From an optimization exercise on the open Yosys and OpenROAD flow, aimed at small area; shortcuts taken in it are not production practice.
In this exercise RTL edits were held to simulation tests only and were not proved equivalent to the original.
No activity file was given, so power comes from the tool's default toggle rates. No driver is modelled on the clock port, so clocking that relies on it looks cheaper here than on a real chip.

File: flow/run.sh
#!/bin/bash
# Own layout flow: the standard ORFS flow (standard.sh) with three changes:
#  - synthesis maps the logic with an area-oriented ABC script (flow/area.abc);
#    everything else in the synthesis, registers included, is the standard flow's own
#    (synth_recipe.tcl),
#  - port buffers use the smallest buffer cell,
#  - clock tree synthesis clusters more sinks per leaf buffer and inserts no
#    dummy loads.
# Each tool's output is in orfs/logs/; make's output is in run_make.log.
set -euo pipefail
W=$(pwd)
cat > "$W/own_synth.tcl" <<EOT
# The standard flow's synthesis, with ABC's mapping script replaced
proc abc {args} {
  set i [lsearch -exact \$args -script]
  if {\$i >= 0} { lset args [expr {\$i + 1}] $W/flow/area.abc }
  yosys abc {*}\$args
}
source $W/synth_recipe.tcl
EOT
bash "$W/standard.sh" \
  "SYNTH_SCRIPT=$W/own_synth.tcl" \
  "BUFFER_PORTS_ARGS=-buffer_cell sky130_fd_sc_hd__buf_1" \
  "CTS_ARGS=-sink_clustering_enable -repair_clock_nets -dont_use_dummy_load -buf_list sky130_fd_sc_hd__clkbuf_16 -sink_clustering_size 30 -sink_clustering_max_diameter 80" \
  finish > "$W/run_make.log" 2>&1
File: flow/area.abc
strash
dc2 -b -l
dc2 -b -l
dc2 -b -l
dch -f
amap
topo
File: standard.sh
#!/bin/bash
# synth_recipe.tcl (not shown) runs the flow's synth.tcl, then flattens the netlist and writes it again
# the make line also repeats each setting of config.mk as NAME=value (left out here)
make -C /OpenROAD-flow-scripts/flow DESIGN_CONFIG=/design/flow/config.mk WORK_HOME=/design/flow/orfs CLKGATE_MAP_FILE= SYNTH_SCRIPT=/design/flow/synth_recipe.tcl "${@:-finish}"
File: config.mk
export PLATFORM = sky130hd
export DESIGN_NAME = sort
export DESIGN_NICKNAME = sort
export VERILOG_FILES = /design/flow/design.v
export SDC_FILE = /design/flow/constraint.sdc
export NUM_CORES = 4
export LEC_CHECK = 0
export CAP_MARGIN = 20
export CORE_MARGIN = 2
export CORE_UTILIZATION = 60
export SLEW_MARGIN = 20
File: constraint.sdc
create_clock -name core_clock -period 4.0 [get_ports {i_clk}]
set_input_delay 0.8000 -clock core_clock [delete_from_list [all_inputs] [get_ports {i_clk}]]
set_output_delay 0.8000 -clock core_clock [all_outputs]
set_load 0.01 [all_outputs]
File: design.v
module sort #(
	parameter DATA_W = 32
)(
	input i_clk,
	input i_rst_n,
	input  [DATA_W*8-1:0] i_input,
	output [DATA_W*8-1:0] o_output
);
	function gt32(input [31:0] a, input [31:0] b);
		reg [3:0] g, e;
		reg c;
		integer k, n;
		begin
			for (k = 0; k < 4; k = k + 1) begin
				c = 1'b0;
				for (n = 0; n < 8; n = n + 1)
					c = (a[8*k+n] & ~b[8*k+n]) | ((a[8*k+n] | ~b[8*k+n]) & c);
				g[k] = c;
				e[k] = &(a[8*k +: 8] | ~b[8*k +: 8]);
			end
			for (n = 2; n >= 1; n = n / 2)
				for (k = 0; k < n; k = k + 1) begin
					g[k] = g[2*k+1] | (e[2*k+1] & g[2*k]);
					e[k] = e[2*k+1] & e[2*k];
				end
			gt32 = g[0];
		end
	endfunction
	reg [6:1] vld;
	always @(posedge i_clk or negedge i_rst_n) begin
		if (~i_rst_n) vld <= 6'd0;
		else         vld <= {vld[5:1], 1'b1};
	end
	wire c1_0_gt = gt32(i_input[0 +: 32], i_input[32 +: 32]);   
	wire c1_1_gt = gt32(i_input[64 +: 32], i_input[96 +: 32]);   
	wire c1_2_gt = gt32(i_input[128 +: 32], i_input[160 +: 32]);   
	wire c1_3_gt = gt32(i_input[192 +: 32], i_input[224 +: 32]);   
	wire [31:0] y1_0 = ~((i_input[0 +: 32] | {32{c1_0_gt}}) & (i_input[32 +: 32] | {32{~c1_0_gt}}));
	wire [31:0] y1_1 = ~((i_input[32 +: 32] | {32{c1_0_gt}}) & (i_input[0 +: 32] | {32{~c1_0_gt}}));
	wire [31:0] y1_2 = ~((i_input[64 +: 32] | {32{c1_1_gt}}) & (i_input[96 +: 32] | {32{~c1_1_gt}}));
	wire [31:0] y1_3 = ~((i_input[96 +: 32] | {32{c1_1_gt}}) & (i_input[64 +: 32] | {32{~c1_1_gt}}));
	wire [31:0] y1_4 = ~((i_input[128 +: 32] | {32{c1_2_gt}}) & (i_input[160 +: 32] | {32{~c1_2_gt}}));
	wire [31:0] y1_5 = ~((i_input[160 +: 32] | {32{c1_2_gt}}) & (i_input[128 +: 32] | {32{~c1_2_gt}}));
	wire [31:0] y1_6 = ~((i_input[192 +: 32] | {32{c1_3_gt}}) & (i_input[224 +: 32] | {32{~c1_3_gt}}));
	wire [31:0] y1_7 = ~((i_input[224 +: 32] | {32{c1_3_gt}}) & (i_input[192 +: 32] | {32{~c1_3_gt}}));
	reg [31:0] r1 [0:7];
	always @(posedge i_clk) begin
		r1[0] <= y1_0;
		r1[1] <= y1_1;
		r1[2] <= y1_2;
		r1[3] <= y1_3;
		r1[4] <= y1_4;
		r1[5] <= y1_5;
		r1[6] <= y1_6;
		r1[7] <= y1_7;
	end
	wire c2_0_gt = gt32(~r1[0], ~r1[2]);   
	wire c2_1_gt = gt32(~r1[1], ~r1[3]);   
	wire c2_2_gt = gt32(~r1[4], ~r1[6]);   
	wire c2_3_gt = gt32(~r1[5], ~r1[7]);   
	wire [31:0] y2_0 = ~((r1[0] | {32{c2_0_gt}}) & (r1[2] | {32{~c2_0_gt}}));
	wire [31:0] y2_2 = ~((r1[2] | {32{c2_0_gt}}) & (r1[0] | {32{~c2_0_gt}}));
	wire [31:0] y2_1 = ~((r1[1] | {32{c2_1_gt}}) & (r1[3] | {32{~c2_1_gt}}));
	wire [31:0] y2_3 = ~((r1[3] | {32{c2_1_gt}}) & (r1[1] | {32{~c2_1_gt}}));
	wire [31:0] y2_4 = ~((r1[4] | {32{c2_2_gt}}) & (r1[6] | {32{~c2_2_gt}}));
	wire [31:0] y2_6 = ~((r1[6] | {32{c2_2_gt}}) & (r1[4] | {32{~c2_2_gt}}));
	wire [31:0] y2_5 = ~((r1[5] | {32{c2_3_gt}}) & (r1[7] | {32{~c2_3_gt}}));
	wire [31:0] y2_7 = ~((r1[7] | {32{c2_3_gt}}) & (r1[5] | {32{~c2_3_gt}}));
	reg [31:0] r2 [0:7];
	always @(posedge i_clk) begin
		r2[0] <= y2_0;
		r2[1] <= y2_1;
		r2[2] <= y2_2;
		r2[3] <= y2_3;
		r2[4] <= y2_4;
		r2[5] <= y2_5;
		r2[6] <= y2_6;
		r2[7] <= y2_7;
	end
	wire c3_0_gt = gt32(r2[1], r2[2]);   
	wire c3_1_gt = gt32(r2[5], r2[6]);   
	wire [31:0] y3_1 = ~((r2[1] | {32{c3_0_gt}}) & (r2[2] | {32{~c3_0_gt}}));
	wire [31:0] y3_2 = ~((r2[2] | {32{c3_0_gt}}) & (r2[1] | {32{~c3_0_gt}}));
	wire [31:0] y3_5 = ~((r2[5] | {32{c3_1_gt}}) & (r2[6] | {32{~c3_1_gt}}));
	wire [31:0] y3_6 = ~((r2[6] | {32{c3_1_gt}}) & (r2[5] | {32{~c3_1_gt}}));
	reg [31:0] r3 [0:7];
	always @(posedge i_clk) begin
		r3[0] <= r2[0];
		r3[1] <= y3_1;
		r3[2] <= y3_2;
		r3[3] <= r2[3];
		r3[4] <= r2[4];
		r3[5] <= y3_5;
		r3[6] <= y3_6;
		r3[7] <= r2[7];
	end
	wire c4_0_gt = gt32(r3[0], r3[4]);   
	wire c4_1_gt = gt32(~r3[1], ~r3[5]);   
	wire c4_2_gt = gt32(~r3[2], ~r3[6]);   
	wire c4_3_gt = gt32(r3[3], r3[7]);   
	wire [31:0] y4_0 = ~((r3[0] | {32{c4_0_gt}}) & (r3[4] | {32{~c4_0_gt}}));
	wire [31:0] y4_4 = ~((r3[4] | {32{c4_0_gt}}) & (r3[0] | {32{~c4_0_gt}}));
	wire [31:0] y4_1 = ~((r3[1] | {32{c4_1_gt}}) & (r3[5] | {32{~c4_1_gt}}));
	wire [31:0] y4_5 = ~((r3[5] | {32{c4_1_gt}}) & (r3[1] | {32{~c4_1_gt}}));
	wire [31:0] y4_2 = ~((r3[2] | {32{c4_2_gt}}) & (r3[6] | {32{~c4_2_gt}}));
	wire [31:0] y4_6 = ~((r3[6] | {32{c4_2_gt}}) & (r3[2] | {32{~c4_2_gt}}));
	wire [31:0] y4_3 = ~((r3[3] | {32{c4_3_gt}}) & (r3[7] | {32{~c4_3_gt}}));
	wire [31:0] y4_7 = ~((r3[7] | {32{c4_3_gt}}) & (r3[3] | {32{~c4_3_gt}}));
	reg [31:0] r4 [0:7];
	always @(posedge i_clk) begin
		r4[0] <= y4_0;
		r4[1] <= y4_1;
		r4[2] <= y4_2;
		r4[3] <= y4_3;
		r4[4] <= y4_4;
		r4[5] <= y4_5;
		r4[6] <= y4_6;
		r4[7] <= y4_7;
	end
	wire c5_0_gt = gt32(r4[2], ~r4[4]);   
	wire c5_1_gt = gt32(~r4[3], r4[5]);   
	wire [31:0] y5_2 = ~((r4[2] | {32{c5_0_gt}}) & ((~r4[4]) | {32{~c5_0_gt}}));
	wire [31:0] y5_4 = ~(((~r4[4]) | {32{c5_0_gt}}) & (r4[2] | {32{~c5_0_gt}}));
	wire [31:0] y5_3 = ~((r4[3] | {32{c5_1_gt}}) & ((~r4[5]) | {32{~c5_1_gt}}));
	wire [31:0] y5_5 = ~(((~r4[5]) | {32{c5_1_gt}}) & (r4[3] | {32{~c5_1_gt}}));
	reg [31:0] r5 [0:7];
	always @(posedge i_clk) begin
		r5[0] <= r4[0];
		r5[1] <= r4[1];
		r5[2] <= y5_2;
		r5[3] <= y5_3;
		r5[4] <= y5_4;
		r5[5] <= y5_5;
		r5[6] <= r4[6];
		r5[7] <= r4[7];
	end
	wire c6_0_gt = gt32(r5[1], ~r5[2]);   
	wire c6_1_gt = gt32(r5[3], ~r5[4]);   
	wire c6_2_gt = gt32(r5[5], r5[6]);   
	reg [31:0] r6 [0:7];
	always @(posedge i_clk) begin
		r6[0] <= r5[0];
		r6[1] <= r5[1];
		r6[2] <= r5[2];
		r6[3] <= r5[3];
		r6[4] <= r5[4];
		r6[5] <= r5[5];
		r6[6] <= r5[6];
		r6[7] <= r5[7];
	end
	reg [2:0] s6, ns6;
	always @(posedge i_clk or negedge i_rst_n) begin
		if (~i_rst_n) begin
			s6[0]  <= 1'b0;
			ns6[0] <= 1'b0;
			s6[1]  <= 1'b0;
			ns6[1] <= 1'b0;
			s6[2]  <= 1'b0;
			ns6[2] <= 1'b0;
		end else begin
			s6[0]  <= c6_0_gt & vld[5];
			ns6[0] <= ~c6_0_gt & vld[5];
			s6[1]  <= c6_1_gt & vld[5];
			ns6[1] <= ~c6_1_gt & vld[5];
			s6[2]  <= c6_2_gt & vld[5];
			ns6[2] <= ~c6_2_gt & vld[5];
		end
	end
	wire [31:0] y6_1 = ((~r6[2]) & {32{s6[0]}}) | (r6[1] & {32{ns6[0]}});
	wire [31:0] y6_2 = (r6[1] & {32{s6[0]}}) | ((~r6[2]) & {32{ns6[0]}});
	wire [31:0] y6_3 = ((~r6[4]) & {32{s6[1]}}) | (r6[3] & {32{ns6[1]}});
	wire [31:0] y6_4 = (r6[3] & {32{s6[1]}}) | ((~r6[4]) & {32{ns6[1]}});
	wire [31:0] y6_5 = (r6[6] & {32{s6[2]}}) | (r6[5] & {32{ns6[2]}});
	wire [31:0] y6_6 = (r6[5] & {32{s6[2]}}) | (r6[6] & {32{ns6[2]}});
	wire [31:0] y6_0 = ~(r6[0] | {32{~vld[6]}});
	wire [31:0] y6_7 = ~(r6[7] | {32{~vld[6]}});
	assign o_output[0 +: 32] = y6_0;
	assign o_output[32 +: 32] = y6_1;
	assign o_output[64 +: 32] = y6_2;
	assign o_output[96 +: 32] = y6_3;
	assign o_output[128 +: 32] = y6_4;
	assign o_output[160 +: 32] = y6_5;
	assign o_output[192 +: 32] = y6_6;
	assign o_output[224 +: 32] = y6_7;
endmodule
==> impl_metrics.ini, run 1 <==
[detailed_routing]
routed_wl_um = 139000
drtIter0Drc = 4495
route.detailed.drc = 0
vias = 38806
antenna_left = 0
first_pass_iters = 9
via_per_inst = 6.09
wl_per_cell_um = 21.8

[global_route]
track_usage_pct = 31.5
grt_pass1_vias = 33812
grt_pass1_wl_um = 198000
grt-ovfl-total = 0
grt_max_degree = 65
antenna_found_initial = 28

[sta]
final-max-slew-violation-count = 0
final-hold-violation-count = 0
setup_viol = 24
period_needed_ns = 4.03
min_period_over_period_pct = 101
tightest_slew_ns = 1.05
fmax_mhz = 248
max-slew-margin-rel_pct = 30.3
rsz0062_at_grt = yes
worst_slack_ns = -0.0340
skew_ns = 0.0385
whs_ns = 0.146

[synthesis]
synth-edff-count = 0
synth-seq-cells = 1548
synthTopCellsByCount = dfxtp_1, o22ai_1, clkinv_1
synth_compound_area_share_pct = 25.6
synth_nets = 4909
ys.flop_type = dfxtp_1
synth.area.mux_share_pct = 0
avgSynthCellArea_um2 = 10.4
synth_cells = 4651
synth-simple-area-share_pct = 4.58
synth-seq-area-share_pct = 64.2
synth.distinct_cells = 49
synthAdderAreaFrac_pct = 0
synth_top_family_by_area = compound AO/OA/AOI/OAI gates
yosysTopAreaCell = dfxtp_1
synth_area_mm2 = 0.0483
synthXorXnorAreaFrac_pct = 0
yosys_warnings = 7
synth.area.top_cells = dfxtp_1, o22ai_1, clkinv_1
ys_async_sr_fraction_pct = 0.775
synth.most_common_cell = dfxtp_1
synth_top_area_share_pct = 63.6

[clocking]
clockBufferDepth = 3
insertion_delay_ns = 0.67
postCtsHoldBufs = 0
ctsRootBufferMaster = clkbuf_16
cts_tree = built
clk_pin_slew_ns = 0.10
htreeDepth = 2
numCtsBuffers = 58
clock_sinks = 1548

[cells_and_area]
area_growth_pct = 13.1
finalNetCount = 5561
final_cells = 6369
n_fill_cell = 6328
drive_gt1_share_pct = 4.36

[floorplanning]
pin_count = 514
die_h_um = 288
num_rows = 104
die_area_mm2 = 0.0828
coreArea_mm2 = 0.0802
start_util_pct = 60.3
die_w_um = 288

[critical_path]
path_class = flop to flop
end_kind = flop
cp.arrival_ns = 4.62
critPathMaxFanout = 8
crit_required_ns = 4.58
setup.worst_path.start_class = flop

[flow_run]
maxCapViolations = 0

[placement]
io_buffers = 513
place_hpwl_um = 109000
dp_slack_ns = -0.104
gp_congestion = 0.983
place_inst = 6280

[power_and_ir_drop]
peakVddDrop_uv = 916
power_per_cell_area_mw_per_mm2 = 1030
p_leak_nw = 20.1
power_mw = 56.1

[outcome]
check.faults = negative setup slack
status = finished with violations

[min_path]
hp-class = primary input to async pin
cell type report:
cell class | count | area (um2) | area share (%)
Antenna cell | 8 | 20.0 | 0.0366
Clock buffer | 58 | 1450 | 2.66
Inverter | 714 | 2720 | 4.98
Multi-Input combinational cell | 2389 | 15100 | 27.6
Sequential cell | 1548 | 31100 | 56.8
Tap cell | 1060 | 1330 | 2.43
Timing Repair Buffer | 587 | 2900 | 5.31
Timing Repair inverter | 5 | 75.1 | 0.137
critical path: stages, from the launching register on:
cell and delay [ns]:
dfxtp_2 0.35, clkinv_2 0.06, o22a_1 0.20, a222oi_1 0.25
clkinv_1 0.12, a222oi_1 0.26, o22ai_1 0.12, a21boi_2 0.17
or4b_4 0.49, o21a_1 0.16, or4_1 0.41, o21a_1 0.14
or4b_4 0.53, o21ai_4 0.11, buf_12 0.19, buf_12 0.15
inv_8 0.07, o22ai_2 0.17
registers in the layout, summed over array words and instances, names as in the netlist:
signal	cells
s6	3
ns6	3
r5	256
r4	256
r3	256
r6	256
r2	256
vld	6
r1	256
final timing paths:
path	start	endpoint	slack [ns]	cells after the start
min in group core_clock	r2[7][1]	r3[7][1]	0.31	0
max in group asynchronous	i_rst_n	vld[4]	3.42	1
worst max register to register	r1[7][2]	r2[7][27]	-0.03	17
worst max-delay path	r1[7][2]	r2[7][27]	-0.03	17
worst min register to register	r2[7][1]	r3[7][1]	0.31	0
worst min-delay path	i_rst_n	s6[0]	0.15	1
layout by cell type (no fill, tap or decap), types with 9 or more instances in the layout:
cell and n:
o21ai_0 115, buf_12 23, clkinv_1 694, o22ai_1 1290
a21oi_1 79, o221ai_1 21, clkinv_2 13, nand3b_1 12
a211oi_1 12, dfrtp_1 12, o22a_1 48, clkbuf_16 63
dfxtp_1 1532, buf_4 39, nand3_1 14, a22oi_1 65
a221oi_1 19, nand2b_1 9, nor3_1 18, nor4_1 10
buf_1 513, nand2_1 99, nor2_1 284, a222oi_1 103
or2_0 15, o22ai_2 44
power breakdown:
| part | switching (mW) | total, mW | leakage [nW] | internal (mW) |
|---|---|---|---|---|
| registers | 5.05 | 27.7 | 13.1 | 22.6 |
| logic | 13.7 | 21.5 | 6.24 | 7.80 |
| clock network | 4.32 | 6.92 | 0.715 | 2.60 |
repair_timing:
| action | CTS | global route |
|---|---|---|
| pin swaps | 6 | 12 |
| buffers inserted | 10 | 1 |
| cloned | 4 | 8 |
| setup endpoints to repair | 64 | 64 |
| resized for setup | 25 | 54 |
logic make-up after synthesis:
family | count (synthesis)
AO/OA/AOI/OAI | 1882
buffers and inverters | 714
flip-flops | 1548
other | 1
AND/OR/NAND/NOR | 506
metrics by stage:
stage | instance area, um2 | utilization, % | setup TNS, ns
floorplan | 48500 | - | -113.52
global placement | 52400 | 65.4 | 0
detailed placement | 52400 | 65.4 | -3.28
CTS | 54100 | 67.5 | -0.633
global route | 54700 | 68.2 | -10.17
finish | 54700 | 68.2 | -0.282
metal layers:
| layer | vias to the layer above | share of wire [%] | global-route usage, % |
|---|---|---|---|
| li1 | 18795 | - | - |
| met1 | 18183 | 45 | 47.1 |
| met2 | 1586 | 43 | 48.1 |
| met3 | 224 | 9.5 | 5.40 |
| met4 | 18 | 2.6 | 6.74 |
| met5 | - | 0.083 | 0 |
==> run 2, diff against run 1 <==
==> flow/area.abc (replaced) <==
strash
dc2 -b -l
dch -f
dc2 -b -l
dch -f
amap
topo
==> run 2 against run 1 <==
  * Now clean on timing, DRC and antenna
  * Final cell count grew 0.38%
  * Sequential share of layout area grew 0.59 points
  * Clock skew is essentially flat
  * Sequential cell count is the same
  * First-iteration DRC count shrank 18%
  * Synthesized cell count grew 0.60%
  * Register-to-register slack gained 0.24 ns
  * Worst hold slack lost 0.025 ns
  * Final area shrank 1.0%
  * Largest power group unchanged
  * Utilization shrank 0.82 points
  * Critical path depth shrank 1
  * Via count shrank 0.78%
==> impl_metrics.ini, run 2 <==
[outcome]
status = finished clean

[placement]
place_hpwl_um = 106000
dp_slack_ns = -0.250
placed_cell_area_mm2 = 0.0526
gp_congestion = 0.941
io_buffers = 513

[sta]
rsz0062_at_grt = no
min_period_over_period_pct = 94.9
max-slew-margin-rel_pct = 26.8
setup_tns_ns = 0
final-max-slew-violation-count = 0
setup_viol = 0
fmax_mhz = 263
tightest_slew_ns = 1.10
period_needed_ns = 3.80
skew_ns = 0.0386
final-hold-violation-count = 0
worst_slack_ns = 0.204

[critical_path]
cp_cell_sequence = clkinv_1 > o21ai_0 > a222oi_1 > nor3_1 > a221o_1 > o21ai_0 > a21boi_0 > o22a_1 > or4b_1 > o21a_1 > nor4b_1 > a211oi_1 > nor3_1 > nor2_4 > buf_4 > o22ai_1
crit_required_ns = 4.56
critPathMaxFanout = 64
cp.arrival_ns = 4.35
cpPeakStageDelay_ns = 0.54
path_class = flop to flop
end_kind = flop
slowest_stage = or4b_1
setup.worst_path.start_class = flop

[cells_and_area]
multi_input_area_mm2 = 0.0149
drive_gt1_share_pct = 3.03
finalNetCount = 5574
regArea_mm2 = 0.0310
layout_common_cells = dfxtp_1, o22ai_1, clkinv_1, buf_1, nor2_1
n_fill_cell = 6507
fin_area_mm2 = 0.0541
final_common_cell = dfxtp_1
area_growth_pct = 11.7

[clocking]
ctsRootBufferMaster = clkbuf_16
postCtsHoldBufs = 0
insertion_delay_ns = 0.67
clock_sinks = 1548
clockBufferDepth = 3
cts-resized-gates = 0
clk_pin_slew_ns = 0.11
cts_tree = built
numCtsBuffers = 58
postCtsSetupBuffers = 0
htreeDepth = 2

[power_and_ir_drop]
power_per_cell_area_mw_per_mm2 = 1020
p_leak_nw = 19.8
peakVddDrop_uv = 1130

[synthesis]
synth-seq-area-share_pct = 64.1
yosys_warnings = 7
synth_area_mm2 = 0.0484
synth_cells = 4679
synth_top_area_share_pct = 63.5
avgSynthCellArea_um2 = 10.4
synth-edff-count = 0
synth-seq-cells = 1548
synthTopCellsByCount = dfxtp_1, o22ai_1, clkinv_1
yosysTopAreaCell = dfxtp_1
synth.area.top_cells = dfxtp_1, o22ai_1, clkinv_1
ys.flop_type = dfxtp_1
synth_nets = 4937
synth.most_common_cell = dfxtp_1
ys_async_sr_fraction_pct = 0.775
synth.distinct_cells = 51

[floorplanning]
die_w_um = 288
start_util_pct = 60.3
coreArea_mm2 = 0.0803
pin_count = 514
num_rows = 104
die_area_mm2 = 0.0830
die_h_um = 288

[detailed_routing]
wl_per_cell_um = 20.7
first_pass_iters = 8
routed_wl_um = 132000
via_per_inst = 6.02
drtIter0Drc = 3670
route.detailed.drc = 0
vias = 38503
antenna_left = 0

[flow_run]
maxCapViolations = 0

[global_route]
antenna_found_initial = 52
grt_max_degree = 65
grt_pass1_wl_um = 192000
grt-ovfl-total = 0
grt_pass1_vias = 33592
track_usage_pct = 30.5

[min_path]
hp-class = primary input to async pin
==> run 2: cell types whose count changed after synthesis, sizes merged, moves of 10 or more <==
cell	before	now
a221oi	19	37
nor2	291	332
a211oi	12	29
o22ai	1341	1320
o22a	48	38
a21oi	80	65
a222oi	103	88
==> run 2: final timing paths <==
check / start / end / slack [ns] / cells past startpoint
max: r1[3][0] / r2[1][20] / 0.20 / 16
min: i_rst_n / s6[1] / 0.12 / 1
max reg2reg: r1[3][0] / r2[1][20] / 0.20 / 16
min reg2reg: r2[7][18] / r3[7][18] / 0.31 / 0
max in group asynchronous: i_rst_n / ns6[2] / 3.47 / 1
min in group core_clock: r2[7][18] / r3[7][18] / 0.31 / 0
==> run 2: routing by layer <==
| layer | global-route usage, % | vias to the layer above | wire length, um |
|---|---|---|---|
| met5 | 0 | - | 293 |
| met4 | 6.63 | 44 | 2760 |
| met3 | 5.79 | 181 | 12600 |
| met2 | 46.7 | 1444 | 56800 |
| met1 | 45.1 | 17991 | 60000 |
| li1 | - | 18843 | - |
==> run 2: final cells by class <==
cell class,count,share of cell area (%)
Clock buffer,58,2.68
Multi-Input combinational cell,2420,27.5
Timing Repair Buffer,576,4.87
Tap cell,1060,2.45
Antenna cell,19,0.0879
Inverter,712,5.04
Sequential cell,1548,57.4
==> run 2: critical path, delay by kind of cell (launching register included) <==
family	cells	cell delay [ns]
AOI/OAI and AO/OA	9	1.42
and+or+nand+nor	5	1.44
DFF	1	0.42
buffers and inverters	2	0.39
==> run 2: metrics by stage <==
| step | hold slack (ns) | instances | util (%) | total power [mW] |
|---|---|---|---|---|
| 2_1_floorplan | 0.310 | 4679 | - | 39.4 |
| 3_3_place_gp | 0.310 | 6314 | 65.5 | 47.6 |
| 3_5_place_dp | 0.312 | 6314 | 65.5 | 48.0 |
| 4_1_cts | 0.0969 | 6372 | 67.3 | 54.7 |
| 5_1_grt | 0.148 | 6387 | 67.4 | 58.4 |
| 6_report | 0.121 | 6393 | 67.4 | 55.1 |
==> run 2: logic make-up after synthesis <==
group | after synthesis | synth area share [%]
compound gates | 1862 | 25.4
flops | 1548 | 64.1
buf+inv | 712 | 5.52
simple gates | 556 | 5.00
other cells | 1 | 0.00774
==> run 2: power breakdown <==
group          leakage [nW]  total [mW]  switching, mW  internal, mW
logic                  5.98        20.7           13.1          7.59
clock network         0.715        6.90           4.30          2.60
registers              13.1        27.6           4.95          22.6
==> run 3, diff against run 2 <==
--- a/flow/run.sh
+++ b/flow/run.sh
@@ -21,5 +21,5 @@
 bash "$W/standard.sh" \
   "SYNTH_SCRIPT=$W/own_synth.tcl" \
   "BUFFER_PORTS_ARGS=-buffer_cell sky130_fd_sc_hd__buf_1" \
-  "CTS_ARGS=-sink_clustering_enable -repair_clock_nets -dont_use_dummy_load -buf_list sky130_fd_sc_hd__clkbuf_16 -sink_clustering_size 30 -sink_clustering_max_diameter 80" \
+  "CTS_ARGS=-sink_clustering_enable -repair_clock_nets -dont_use_dummy_load -buf_list sky130_fd_sc_hd__clkbuf_8 -sink_clustering_size 19 -sink_clustering_max_diameter 150" \
   finish > "$W/run_make.log" 2>&1
==> run 3 against run 2 <==
  * Global-route usage up 0.25 points
  * Final cell count up 0.48%
  * Maximum frequency down 0.60%
  * Area after synthesis unchanged
  * Non-clock buffer count unchanged
  * Final area down 0.39%
  * First-iteration DRC count up 4.0%
  * Worst hold slack worse by 0.076 ns
  * Synthesized cell count unchanged
  * Via count up 0.60%
  * Total power down 0.86%
  * Routed wire length up 0.61%
==> impl_metrics.ini, run 3 <==
[outcome]
status = finished clean

[floorplanning]
num_rows = 104
die_h_um = 288
coreArea_mm2 = 0.0803
pin_count = 514
die_w_um = 288
die_area_mm2 = 0.0830
start_util_pct = 60.3

[sta]
period_needed_ns = 3.82
setup_viol = 0
rsz0062_at_grt = no
whs_ns = 0.0453
tightest_slew_ns = 1.08
max-slew-margin-rel_pct = 27.9
min_period_over_period_pct = 95.5
final-hold-violation-count = 0
skew_ns = 0.0609
final-max-slew-violation-count = 0
fmax_mhz = 262
worst_slack_ns = 0.181

[detailed_routing]
vias = 38734
wl_per_cell_um = 20.7
routed_wl_um = 133000
via_per_inst = 6.03
antenna_left = 0
drtIter0Drc = 3818
route.detailed.drc = 0
first_pass_iters = 8

[synthesis]
synth_cells = 4679
synth.distinct_cells = 51
synth-seq-area-share_pct = 64.1
synth_area_mm2 = 0.0484
avgSynthCellArea_um2 = 10.4
synth_top_area_share_pct = 63.5
synth-seq-cells = 1548
synth.most_common_cell = dfxtp_1
synthTopCellsByCount = dfxtp_1, o22ai_1, clkinv_1
ys.flop_type = dfxtp_1
synth.area.top_cells = dfxtp_1, o22ai_1, clkinv_1
yosysTopAreaCell = dfxtp_1
yosys_warnings = 7
synth_nets = 4937
ys_async_sr_fraction_pct = 0.775
synth-edff-count = 0

[placement]
dp_slack_ns = -0.250
place_hpwl_um = 106000
gp_congestion = 0.941
io_buffers = 513
placed_cell_area_mm2 = 0.0526

[clocking]
insertion_delay_ns = 0.75
clockBufferDepth = 3
clk_pin_slew_ns = 0.12
postCtsSetupBuffers = 0
clock_sinks = 1548
postCtsHoldBufs = 0
cts_tree = built
ctsRootBufferMaster = clkbuf_8
numCtsBuffers = 91
cts-resized-gates = 0
htreeDepth = 3

[critical_path]
cpPeakStageDelay_ns = 0.54
critPathMaxFanout = 64
path_class = flop to flop
r2r_slack_ns = 0.18
end_kind = flop
crit_required_ns = 4.63
setup.worst_path.start_class = flop
slowest_stage = or4b_1
startpoint = r1[3][0]
reg2regPathDepth = 16
cpLargestDelayFamily = simple AND/OR/NAND/NOR gates
cp.arrival_ns = 4.45
rr_endpoint = r2[1][15]
cp_cell_sequence = clkinv_1 > o21ai_0 > a222oi_1 > nor3_1 > a221o_1 > o21ai_0 > a21boi_0 > o22a_1 > or4b_1 > o21a_1 > nor4b_1 > a211oi_1 > nor3_1 > nor2_4 > buf_4 > o22ai_1
path_buf_inv = 2
r2r_start = r1[3][0]

[global_route]
grt_pass1_wl_um = 194000
antenna_found_initial = 53
grt_max_degree = 65
track_usage_pct = 30.8
grt-ovfl-total = 0
grt_pass1_vias = 33980

[cells_and_area]
layout_common_cells = dfxtp_1, o22ai_1, clkinv_1, buf_1, nor2_1
drive_gt1_share_pct = 3.61
finalNetCount = 5607
area_growth_pct = 11.2
final_common_cell = dfxtp_1
fin_area_mm2 = 0.0539

[power_and_ir_drop]
peakVddDrop_uv = 1050
p_leak_nw = 19.7
power_per_cell_area_mw_per_mm2 = 1010
power_mw = 54.6

[min_path]
hp-class = primary input to async pin

[flow_run]
maxCapViolations = 0
run 3: cell types whose count changed in the layout (fill, tap and decap cells not counted):
cell	previous run	this run
nor4bb_1	1	2
diode_2	19	17
clkbuf_16	58	0
nor4bb_2	1	0
clkbuf_8	0	91
run 3: area by class of cell:
cell class / instances / area, um2
sequential: 1548 / 31000
fill: 6568 / 26400
multi-input combinational: 2420 / 14900
inverter: 712 / 2730
timing repair buffer: 576 / 2640
tap: 1060 / 1330
clock buffer: 91 / 1250
antenna: 17 / 42.5
run 3: worst max-delay path by stage:
stage | cells after the start | endpoint
after floorplan | 15 | r1[4][10]
after global placement | 20 | r1[4][10]
after detailed placement | 20 | r1[5][6]
after CTS | 15 | r2[5][22]
after global routing | 16 | r4[6][4]
final | 16 | r2[1][15]
run 3: per-stage QoR:
step,utilization [%],setup TNS [ns],instances
floorplan,-,-1.84,4679
global placement,65.5,-13.24,6314
detailed placement,65.5,-14.65,6314
CTS,67.0,0,6405
global route,67.1,0,6421
finish,67.1,0,6424
run 3: logic make-up (layout without fill, tap and decap cells):
| kind of cell | count (synthesis) | in the layout | synth area share [%] |
|---|---|---|---|
| buffers and inverters | 712 | 1379 | 5.52 |
| flip-flops | 1548 | 1548 | 64.1 |
| other | 1 | 18 | 0.00774 |
| AND/OR/NAND/NOR | 556 | 557 | 5.00 |
| AO/OA/AOI/OAI | 1862 | 1862 | 25.4 |
run 3: power breakdown:
part | internal, mW | switching [mW]
combinational | 7.59 | 13.1
sequential | 22.6 | 4.96
clock | 2.06 | 4.35
total | 32.2 | 22.4
run 3: metal layers:
layer	global-route usage, %	wire length [um]	vias to the layer above
met5	0	295	-
li1	-	-	18904
met2	46.8	57300	1432
met3	6.60	13200	199
met1	44.8	59900	18153
met4	7.84	2610	46
==> run 4, diff against run 3 <==
--- a/flow/run.sh
+++ b/flow/run.sh
@@ -21,5 +21,5 @@
 bash "$W/standard.sh" \
   "SYNTH_SCRIPT=$W/own_synth.tcl" \
   "BUFFER_PORTS_ARGS=-buffer_cell sky130_fd_sc_hd__buf_1" \
-  "CTS_ARGS=-sink_clustering_enable -repair_clock_nets -dont_use_dummy_load -buf_list sky130_fd_sc_hd__clkbuf_8 -sink_clustering_size 19 -sink_clustering_max_diameter 150" \
+  "CTS_ARGS=-sink_clustering_enable -repair_clock_nets -dont_use_dummy_load -buf_list sky130_fd_sc_hd__clkbuf_16 -sink_clustering_size 33 -sink_clustering_max_diameter 120" \
   finish > "$W/run_make.log" 2>&1
==> run 4 against run 3 <==
  * Still clean on timing, DRC and antenna
  * Non-clock buffer count stayed put
  * Final cell count shrank 0.56%
  * Sequential power about the same
  * Synthesized cell count stayed put
  * Global-route usage is 0.24 points lower
  * Final area rose by 0.10%
  * Highest routed layer unchanged
==> impl_metrics.ini, run 4 <==
[sta]
fmax_mhz = 264
final-hold-violation-count = 0
min_period_over_period_pct = 94.7
period_needed_ns = 3.79
final-max-slew-violation-count = 0
max-slew-margin-rel_pct = 26.4
setup_viol = 0
rsz0062_at_grt = no
skew_ns = 0.0455
tightest_slew_ns = 1.10

[cells_and_area]
area_growth_pct = 11.4
finalNetCount = 5568
final_common_cell = dfxtp_1
n_fill_cell = 6542
fin_area_mm2 = 0.0539
layout_common_cells = dfxtp_1, o22ai_1, clkinv_1, buf_1, nor2_1
drive_gt1_share_pct = 2.90
utilization_pct = 67.2
regArea_mm2 = 0.0310
multi_input_area_mm2 = 0.0149

[critical_path]
startpoint = r1[3][0]
path_buf_inv = 2
cpLargestDelayFamily = simple AND/OR/NAND/NOR gates
cpPeakStageDelay_ns = 0.54
end_kind = flop
cp_cell_sequence = clkinv_1 > o21ai_0 > a222oi_1 > nor3_1 > a221o_1 > o21ai_0 > a21boi_0 > o22a_1 > or4b_1 > o21a_1 > nor4b_1 > a211oi_1 > nor3_1 > nor2_4 > buf_4 > o22ai_1
rr_endpoint = r2[1][6]
cp.arrival_ns = 4.37
setup.worst_path.start_class = flop
reg2regPathDepth = 16
crit_required_ns = 4.58
path_class = flop to flop
slowest_stage = or4b_1
critPathMaxFanout = 64
r2r_start = r1[3][0]
r2r_slack_ns = 0.21

[global_route]
antenna_found_initial = 53
use_met2_pct = 46.5
grt-ovfl-total = 0
grt_pass1_vias = 33552
grt_pass1_wl_um = 192000
use_met1_pct = 44.6
grt_max_degree = 65
track_usage_pct = 30.5
busiest_layer = met2
grt_use_met3_pct = 6.45

[synthesis]
synth-seq-cells = 1548
yosys_warnings = 7
avgSynthCellArea_um2 = 10.4
synth.area.top_cells = dfxtp_1, o22ai_1, clkinv_1
ys_async_sr_fraction_pct = 0.775
synthTopCellsByCount = dfxtp_1, o22ai_1, clkinv_1
synth.most_common_cell = dfxtp_1
synth-seq-area-share_pct = 64.1
synth_nets = 4937
synth_cells = 4679
synth_top_area_share_pct = 63.5
ys.flop_type = dfxtp_1
synth-edff-count = 0
synth.distinct_cells = 51
yosysTopAreaCell = dfxtp_1
synth_area_mm2 = 0.0484

[placement]
io_buffers = 513
gp_congestion = 0.941
place_hpwl_um = 106000
placed_cell_area_mm2 = 0.0526

[clocking]
ctsRootBufferMaster = clkbuf_16
clock_sinks = 1548
postCtsHoldBufs = 0
insertion_delay_ns = 0.67
postCtsSetupBuffers = 0
cts-resized-gates = 0
cts_tree = built
clk_pin_slew_ns = 0.12
clockBufferDepth = 3
htreeDepth = 2
numCtsBuffers = 52

[flow_run]
maxCapViolations = 0

[detailed_routing]
route.detailed.drc = 0
wl_per_cell_um = 20.7
routed_wl_um = 133000
via_per_inst = 6.01
first_pass_iters = 6
drtIter0Drc = 3508
vias = 38376
antenna_left = 0

[floorplanning]
pin_count = 514
num_rows = 104
start_util_pct = 60.3
die_w_um = 288
die_h_um = 288
coreArea_mm2 = 0.0803
die_area_mm2 = 0.0830

[power_and_ir_drop]
power_per_cell_area_mw_per_mm2 = 1020
p_leak_nw = 19.7
power_mw = 54.8
peakVddDrop_uv = 1030

[outcome]
status = finished clean

[min_path]
hp-class = primary input to async pin
-- run 4: layout make-up --
| cell class | count | share of cell area (%) |
|---|---|---|
| clock buffers | 52 | 2.41 |
| repair buffers | 576 | 4.89 |
| diodes | 20 | 0.0928 |
| multi-input cells | 2420 | 27.5 |
| inverters | 712 | 5.05 |
| well taps | 1060 | 2.46 |
| flip-flops and latches | 1548 | 57.6 |
-- run 4: how the worst max path moves through the flow --
stage                      to  slack, ns  cells past startpoint
finish               r2[1][6]       0.21                     16
global route        r4[6][28]      0.005                     16
CTS                 r2[5][29]       0.23                     15
detailed placement   r1[5][6]      -0.25                     20
global placement    r1[4][10]      -0.21                     20
floorplan           r1[4][10]      -0.03                     15
-- run 4: where the power goes --
part	total [mW]	switching, mW	internal, mW	leakage [nW]
sequential	27.6	4.95	22.6	13.1
combinational	20.7	13.1	7.59	5.98
clock	6.60	4.24	2.36	0.641
total	54.8	22.3	32.5	19.7
-- run 4: kinds of logic after synthesis --
kind of cell	after synthesis	share of synthesized area, %
AO/OA/AOI/OAI	1862	25.4
buffers and inverters	712	5.52
flip-flops	1548	64.1
other	1	0.00774
AND/OR/NAND/NOR	556	5.00
-- run 4: metal layers --
layer / part of all wire (%) / vias up / routed length [um]
met5: 0.24 / - / 324
met4: 2.1 / 50 / 2820
met3: 9.4 / 198 / 12500
met2: 43 / 1387 / 56600
met1: 45 / 17881 / 60200
li1: - / 18860 / -
-- run 4: through the flow --
stage | std cells | hold slack [ns] | setup WS [ns] | setup TNS (ns)
final | 6388 | 0.146 | 0.214 | 0
after global routing | 6383 | 0.172 | 0.00543 | 0
after CTS | 6366 | 0.135 | 0.228 | 0
after detailed placement | 6314 | 0.312 | -0.250 | -14.65
after global placement | 6314 | 0.310 | -0.214 | -13.24
after floorplan | 4679 | 0.310 | -0.0300 | -1.84

==> re-timing with driven ports <==
No port has a modelled driver above. Below, the same layouts with a new extraction and two added sets of constraints. Step 1, drivers: a clkbuf_16 drives i_clk and a buf_2 each remaining input, both assumed. Step 2 moves the port delays by t, midway between the first and last clock arrival at a register: inputs arrive t later, outputs are due t later. That takes back most of the time a late clock gives input paths. a / b / c = no drivers / after step 1 / after step 2; a / b = the first two.
run	t (ns)	setup WS [ns]	worst setup path at the end	latest minus earliest clock arrival (ns)	pins driven straight from the clock port
run 1	0.726	-0.034 / -0.034 / -0.034	register to register	0.040 / 0.040	1
run 2	0.724	0.204 / 0.204 / -0.297	input to register	0.039 / 0.039	1
run 3	0.782	0.181 / 0.181 / -0.286	input to register	0.061 / 0.061	1
run 4	0.716	0.214 / 0.214 / -0.277	input to register	0.047 / 0.047	1
Met with ideal ports but missed after step 2: setup timing in run 2, run 3 and run 4. For run 2, which loses most, drivers alone change the setup slack by 0.000 ns; drivers and shift together by -0.501 ns.
